From an optimization exercise on the open Yosys and OpenROAD flow, aimed at small area; shortcuts taken in it are not production practice. Where RTL was checked, it was by simulation tests only, not by an equivalence proof against the original. Treat power and IR drop as tool artefacts here; the default activity estimate runs too high for this design.

==> inputs of 09-04 <==
==> flow/design.v <==
module line_buff(clk, rst, sin, x1, x2, x3, y1, y3, z1, z2, z3);
  input clk, rst;
  input [7:0] sin;
  output [7:0] x1, x2, x3, y1, y3, z1, z2, z3;
  localparam N = 515;
  reg [8*N-1:0] sr;
  reg [9:0] age;
  always @(posedge clk) begin
    sr <= {sr[8*(N-1)-1:0], sin};
    if (rst)
      age <= 10'd0;
    else if (age != 10'd515)
      age <= age + 10'd1;
  end
  wire v0   = (age != 10'd0);
  wire v1   = (age >  10'd1);
  wire v2   = (age >  10'd2);
  wire v256 = (age >  10'd256);
  wire v258 = (age >  10'd258);
  wire v512 = (age >  10'd512);
  wire v513 = (age >  10'd513);
  wire v514 = (age >  10'd514);
  assign x1 = sr[8*0   +: 8] & {8{v0}};
  assign x2 = sr[8*1   +: 8] & {8{v1}};
  assign x3 = sr[8*2   +: 8] & {8{v2}};
  assign y1 = sr[8*256 +: 8] & {8{v256}};
  assign y3 = sr[8*258 +: 8] & {8{v258}};
  assign z1 = sr[8*512 +: 8] & {8{v512}};
  assign z2 = sr[8*513 +: 8] & {8{v513}};
  assign z3 = sr[8*514 +: 8] & {8{v514}};
endmodule
module kernel(x1, x2, x3, y1, y3, z1, z2, z3, ax, ay);
  input [7:0] x1, x2, x3, y1, y3, z1, z2, z3;
  output [8:0] ax, ay;
  wire [8:0] gx = x1 + {x2, 1'b0} + x3 - z1 - {z2, 1'b0} - z3;
  wire [8:0] gy = x1 + {y1, 1'b0} + z1 - x3 - {y3, 1'b0} - z3;
  assign ax = gx[8] ? -gx : gx;
  assign ay = gy[8] ? -gy : gy;
endmodule
module rca(a, b, ci, s);
  parameter W = 16;
  input [W-1:0] a, b;
  input ci;
  output [W-1:0] s;
  wire [W:0] c;
  assign c[0] = ci;
  genvar j;
  generate
    for (j = 0; j < W; j = j + 1) begin : b_
      assign s[j] = a[j] ^ b[j] ^ c[j];
      assign c[j+1] = (a[j] & b[j]) | (a[j] & c[j]) | (b[j] & c[j]);
    end
  endgenerate
endmodule
module cstage(x, y, xo, yo);
  parameter I = 0;
  input [15:0] x, y;
  output [15:0] xo, yo;
  wire [15:0] xsh = $signed(x) >>> I;
  wire [15:0] ysh = $signed(y) >>> I;
  wire n = y[15];
  rca #(16) ax_(.a(x), .b(ysh ^ {16{n}}), .ci(n), .s(xo));
  rca #(16) ay_(.a(y), .b(xsh ^ {16{~n}}), .ci(~n), .s(yo));
endmodule
module cordic_mag(clk, ax, ay, mag);
  input clk;
  input [8:0] ax, ay;
  output reg [7:0] mag;
  wire [15:0] x0 = {ax[8], 1'b0, ax[7:0], 6'b0};
  wire [15:0] y0 = {ay[8], 1'b0, ay[7:0], 6'b0};
  wire [15:0] x1, y1, x2, y2;
  cstage #(0) s0(.x(x0), .y(y0), .xo(x1), .yo(y1));
  cstage #(1) s1(.x(x1), .y(y1), .xo(x2), .yo(y2));
  genvar k;
  generate
    for (k = 0; k <= 12; k = k + 1) begin : it
      reg [15:0] xr, yr;
      if (k == 0) begin : f
        always @(posedge clk) begin
          xr <= x2;
          yr <= y2;
        end
      end else begin : s
        wire [15:0] xn, yn;
        cstage #(k + 1) s(.x(it[k-1].xr), .y(it[k-1].yr), .xo(xn), .yo(yn));
        always @(posedge clk) begin
          xr <= xn;
          yr <= yn;
        end
      end
    end
  endgenerate
  wire [15:0] x15, y15;
  cstage #(14) s14(.x(it[12].xr), .y(it[12].yr), .xo(x15), .yo(y15));
  reg [15:0] x15r;
  reg n15r;
  always @(posedge clk) begin
    x15r <= x15;
    n15r <= y15[15];
  end
  wire [15:0] x16 = x15r + {15'b0, n15r};
  wire [27:0] p = x16 * 28'h26DD;
  always @(posedge clk)
    mag <= p[27:20];
endmodule
module build(rst, clk, sin, sout);
  parameter bitsize = 8, length = 256;
  input rst, clk;
  input [bitsize-1:0] sin;
  output [bitsize-1:0] sout;
  wire [7:0] x1, x2, x3, y1, y3, z1, z2, z3;
  wire [8:0] ax, ay;
  reg [8:0] axr, ayr;
  line_buff lb(.clk(clk), .rst(rst), .sin(sin), .x1(x1), .x2(x2), .x3(x3),
               .y1(y1), .y3(y3), .z1(z1), .z2(z2), .z3(z3));
  kernel k(.x1(x1), .x2(x2), .x3(x3), .y1(y1), .y3(y3), .z1(z1), .z2(z2),
           .z3(z3), .ax(ax), .ay(ay));
  always @(posedge clk) begin
    axr <= ax;
    ayr <= ay;
  end
  cordic_mag c(.clk(clk), .ax(axr), .ay(ayr), .mag(sout));
endmodule
==> flow/run.sh <==
#!/bin/bash
# synth_recipe.tcl (not shown) runs the flow's synth.tcl, then flattens the netlist and writes it again
# the make line also repeats each setting of config.mk as NAME=value (left out here)
make -C /OpenROAD-flow-scripts/flow DESIGN_CONFIG=/design/flow/config.mk WORK_HOME=/design/flow/orfs CLKGATE_MAP_FILE= SYNTH_SCRIPT=/design/flow/synth_recipe.tcl finish
==> flow/config.mk <==
export PLATFORM = sky130hd
export DESIGN_NAME = build
export DESIGN_NICKNAME = build
export VERILOG_FILES = /design/flow/design.v
export SDC_FILE = /design/flow/constraint.sdc
export NUM_CORES = 4
export LEC_CHECK = 0
export CAP_MARGIN = 20
export CORE_MARGIN = 2
export CORE_UTILIZATION = 45
export PLACE_DENSITY = 0.6
export SLEW_MARGIN = 20
==> flow/constraint.sdc <==
create_clock -name core_clock -period 12.0 [get_ports {clk}]
set_input_delay 2.4000 -clock core_clock [delete_from_list [all_inputs] [get_ports {clk}]]
set_output_delay 2.4000 -clock core_clock [all_outputs]
set_load 0.01 [all_outputs]
==> inputs of 09-13, as changes to 09-04 <==
==> flow/design.v, changed modules only <==
module kernel(x1, x2, x3, y1, y3, z1, z2, z3, ax, ay);
  input [7:0] x1, x2, x3, y1, y3, z1, z2, z3;
  output [8:0] ax, ay;
  wire [8:0] gx, gy;
  sum6 sx(.a({1'b0, x1}), .b({x2, 1'b1}), .c({1'b0, x3}),
          .d({1'b0, ~z1}), .e({~z2, 1'b1}), .f({1'b0, ~z3}), .s(gx));
  sum6 sy(.a({1'b0, x1}), .b({y1, 1'b1}), .c({1'b0, z1}),
          .d({1'b0, ~x3}), .e({~y3, 1'b1}), .f({1'b0, ~z3}), .s(gy));
  absv abx(.g(gx), .a(ax));
  absv aby(.g(gy), .a(ay));
endmodule
module sum6(a, b, c, d, e, f, s);
  input [8:0] a, b, c, d, e, f;
  output [8:0] s;
  wire [8:0] s1, c1, s2, c2, s3, c3, s4, c4;
  csa9 k1(a, b, c, s1, c1);
  csa9 k2(d, e, f, s2, c2);
  csa9 k3(s1, c1, s2, s3, c3);
  csa9 k4(s3, c3, c2, s4, c4);
  rca #(9) r(.a(s4), .b({c4[8:1], 1'b1}), .ci(1'b1), .s(s));
endmodule
module csa9(a, b, c, s, cy);
  input [8:0] a, b, c;
  output [8:0] s, cy;
  assign s = a ^ b ^ c;
  assign cy = {(a[7:0] & b[7:0]) | (a[7:0] & c[7:0]) | (b[7:0] & c[7:0]), 1'b0};
endmodule
module absv(g, a);
  input [8:0] g;
  output [8:0] a;
  wire [8:0] c;
  assign c[0] = g[8];
  genvar j;
  generate
    for (j = 0; j < 9; j = j + 1) begin : b_
      wire v = g[j] ^ g[8];
      assign a[j] = v ^ c[j];
      if (j < 8) begin : n
        assign c[j+1] = v & c[j];
      end
    end
  endgenerate
endmodule
module cstage(x, t, n, xo, to, no);
  parameter I = 0;
  input [15:0] x;
  input [14:0] t;
  input n;
  output [15:0] xo;
  output [14:0] to;
  output no;
  wire [15:0] tsh, xsh, d;
  genvar j;
  generate
    for (j = 0; j < 16; j = j + 1) begin : sh
      assign xsh[j] = x[(j + I > 15) ? 15 : j + I];
      if (j + I > 14) begin : z
        assign tsh[j] = 1'b0;
      end else begin : v
        assign tsh[j] = t[j + I];
      end
    end
  endgenerate
  rca #(16) ax_(.a(x), .b(tsh), .ci(n), .s(xo));
  rca #(16) ay_(.a({1'b0, t}), .b(~xsh), .ci(1'b1), .s(d));
  assign to = d[14:0] ^ {15{d[15]}};
  assign no = n ^ d[15];
endmodule
module cordic_mag(clk, ax, ay, mag);
  input clk;
  input [8:0] ax, ay;
  output reg [7:0] mag;
  wire [15:0] x0 = {ax[8], 1'b0, ax[7:0], 6'b0};
  wire [14:0] t0 = ay[8] ? 15'h7FFF : {1'b0, ay[7:0], 6'b0};
  wire [15:0] x1, x2;
  wire [14:0] t1, t2;
  wire n1, n2;
  cstage #(0) s0(.x(x0), .t(t0), .n(ay[8]), .xo(x1), .to(t1), .no(n1));
  cstage #(1) s1(.x(x1), .t(t1), .n(n1), .xo(x2), .to(t2), .no(n2));
  genvar k;
  generate
    for (k = 0; k <= 12; k = k + 1) begin : it
      reg [15:0] xr;
      reg [14:0] tr;
      reg nr;
      if (k == 0) begin : f
        always @(posedge clk) begin
          xr <= x2;
          tr <= t2;
          nr <= n2;
        end
      end else begin : s
        wire [15:0] xn;
        wire [14:0] tn;
        wire nn;
        cstage #(k + 1) s(.x(it[k-1].xr), .t(it[k-1].tr), .n(it[k-1].nr),
                          .xo(xn), .to(tn), .no(nn));
        always @(posedge clk) begin
          xr <= xn;
          tr <= tn;
          nr <= nn;
        end
      end
    end
  endgenerate
  wire [15:0] x15;
  wire [14:0] t15;
  wire n15;
  cstage #(14) s14(.x(it[12].xr), .t(it[12].tr), .n(it[12].nr),
                   .xo(x15), .to(t15), .no(n15));
  reg [15:0] x15r;
  reg n15r;
  always @(posedge clk) begin
    x15r <= x15;
    n15r <= n15;
  end
  wire [7:0] m;
  gain_mul g(.x(x15r), .n(n15r), .mag(m));
  always @(posedge clk)
    mag <= m;
endmodule
module gain_mul(x, n, mag);
  input [15:0] x;
  input n;
  output [7:0] mag;
  wire [15:0] nx = ~x;
  wire [27:0] r0 = {x[14:0], 13'b0};
  wire [27:0] r1 = {1'b0, x, 11'b0};
  wire [27:0] r2 = {4'b0, nx, 8'b0};
  wire [27:0] r3 = {7'b0, nx, 5'b0};
  wire [27:0] r4 = {11'b0, nx, 1'b0};
  wire [27:0] r5 = {12'b0, nx};
  wire [27:0] r6 = n ? 28'hEDD2800 : 28'hEDD0123;
  wire [27:0] r7 = 28'd0;
  wire [27:0] s1, c1, s2, c2, s3, c3, s4, c4, s5, c5, s6, c6;
  csa28 a1(r0, r1, r2, s1, c1);
  csa28 a2(r3, r4, r5, s2, c2);
  csa28 a3(s1, c1, s2, s3, c3);
  csa28 a4(c2, r6, r7, s4, c4);
  csa28 a5(s3, c3, s4, s5, c5);
  csa28 a6(s5, c5, c4, s6, c6);
  wire [19:0] g = s6[19:0] & c6[19:0];
  wire [19:0] p = s6[19:0] | c6[19:0];
  wire [5:0] cb;
  assign cb[0] = 1'b0;
  genvar k;
  generate
    for (k = 0; k < 5; k = k + 1) begin : blk
      wire [3:0] gg = g[4*k +: 4];
      wire [3:0] pp = p[4*k +: 4];
      wire bg = gg[3] | (pp[3] & gg[2]) | (pp[3] & pp[2] & gg[1]) |
                (pp[3] & pp[2] & pp[1] & gg[0]);
      wire bp = &pp;
      assign cb[k+1] = bg | (bp & cb[k]);
    end
  endgenerate
  rca #(8) hi(.a(s6[27:20]), .b(c6[27:20]), .ci(cb[5]), .s(mag));
endmodule
module csa28(a, b, c, s, cy);
  input [27:0] a, b, c;
  output [27:0] s, cy;
  assign s = a ^ b ^ c;
  assign cy = {(a[26:0] & b[26:0]) | (a[26:0] & c[26:0]) | (b[26:0] & c[26:0]), 1'b0};
endmodule
--- a/flow/config.mk
+++ b/flow/config.mk
@@ -10,2 +10,4 @@
 export CORE_UTILIZATION = 45
+export CTS_CLUSTER_DIAMETER = 100
+export CTS_CLUSTER_SIZE = 35
 export PLACE_DENSITY = 0.6
==> inputs of 03-28, as changes to 09-04 <==
==> flow/design.v, changed modules only <==
module cstage(x, y, xo, yo);
  parameter I = 0;
  input [15:0] x, y;
  output [15:0] xo, yo;
  wire [15:0] xsh, ysh;
  genvar j;
  generate
    for (j = 0; j < 16; j = j + 1) begin : sh
      assign xsh[j] = x[(j + I > 15) ? 15 : j + I];
      assign ysh[j] = y[(j + I > 15) ? 15 : j + I];
    end
  endgenerate
  wire n = y[15];
  rca #(16) ax_(.a(x), .b(ysh ^ {16{n}}), .ci(n), .s(xo));
  rca #(16) ay_(.a(y), .b(xsh ^ {16{~n}}), .ci(~n), .s(yo));
endmodule
--- a/flow/config.mk
+++ b/flow/config.mk
@@ -10,2 +10,4 @@
 export CORE_UTILIZATION = 45
+export CTS_CLUSTER_DIAMETER = 150
+export CTS_CLUSTER_SIZE = 30
 export PLACE_DENSITY = 0.6
==> notes <==
- The highest non-clock buffer count belongs to 03-28, the lowest to 09-13.
- Between 03-28 and 09-13, the lower critical path depth is in 03-28 (gap 6).
- The lowest total power belongs to 09-13, the highest to 09-04.
- Die area, lowest first: 09-13, 09-04, 03-28.
- Via count, highest first: 09-04, 03-28, 09-13.
- Cell area, lowest first: 09-13, 03-28, 09-04.
- Wire length: 09-13 < 03-28 < 09-04.
- Synthesized area: 03-28 > 09-04 > 09-13.
- Final cell count, highest first: 09-04, 03-28, 09-13.
==> figures <==
Proportion of power drawn by combinational gates: 09-04 0.405; 03-28 0.480; 09-13 0.293
Synthesized-area fraction occupied by xor and xnor cells: 09-04 0.0256; 03-28 0.0251; 09-13 0.0224
Largest buffer count on any clock path: 09-04 4; 03-28 3; 09-13 3
# nets final: 09-04 7688; 03-28 7465; 09-13 6916
Clock network share of area: 09-04 0.110; 03-28 0.0398; 09-13 0.0404
Grt met3 use: 09-04 0.0241; 03-28 0.0204; 09-13 0.0188
Antenna cell count: 09-04 1; 03-28 3; 09-13 1
GRT Total Usage: 09-04 0.103; 03-28 0.0983; 09-13 0.0955
Met2 wirelength from detailed routing: 09-04 50.3 mm; 03-28 47.3 mm; 09-13 44.9 mm
Worst EP required: 09-04 12.78 ns; 03-28 12.74 ns; 09-13 12.70 ns
CTS sink count: 09-04 4573; 03-28 4573; 09-13 4577
Count of routing violations after the opening detailed-route iteration: 09-04 1428; 03-28 1503; 09-13 1469
Status: 09-04 timing/DRC/antenna clean; 03-28 timing/DRC/antenna clean; 09-13 timing/DRC/antenna clean
Fraction of power spent switching nets: 09-04 0.339; 03-28 0.373; 09-13 0.295
Internal power: 09-04 33.6 mW; 03-28 28.7 mW; 09-13 23.8 mW
Crit-path max FO: 09-04 18; 03-28 18; 09-13 12
Die area: 09-04 249000 um^2; 03-28 249000 um^2; 09-13 243000 um^2
Power Sequential: 09-04 17.0 mW; 03-28 17.0 mW; 09-13 17.1 mW
Seq cells: 09-04 4573; 03-28 4573; 09-13 4577
Function not checked in 09-04 and 09-13: the RTL went through the layout flow alone.

re-timing with driven ports:
No port has a modelled driver above. Below, the same layouts with a new extraction and two added sets of constraints. Step 1: set_driving_cell puts a clkbuf_16 on clk and a buf_2 on each other input, an assumption about the parent block. Step 2 times the ports against the registers' clock, not the clock port: input delays grow and output delays shrink by t, the midpoint of the rising clock arrivals with the driver on. Three values: no drivers, after step 1, after step 2; two values: the first two.
run | t, ns | setup WS [ns] | worst setup path at the end | latest minus earliest clock arrival (ns) | pins driven straight from the clock port
09-04 | 0.985 | 3.559 / 3.559 / 3.559 | register to register | 0.083 / 0.083 | 1
09-13 | 0.905 | 2.769 / 2.769 / 2.769 | register to register | 0.063 / 0.063 | 1
03-28 | 0.930 | 3.584 / 3.584 / 3.584 | register to register | 0.050 / 0.050 | 1
After both steps every run listed still meets setup and hold.
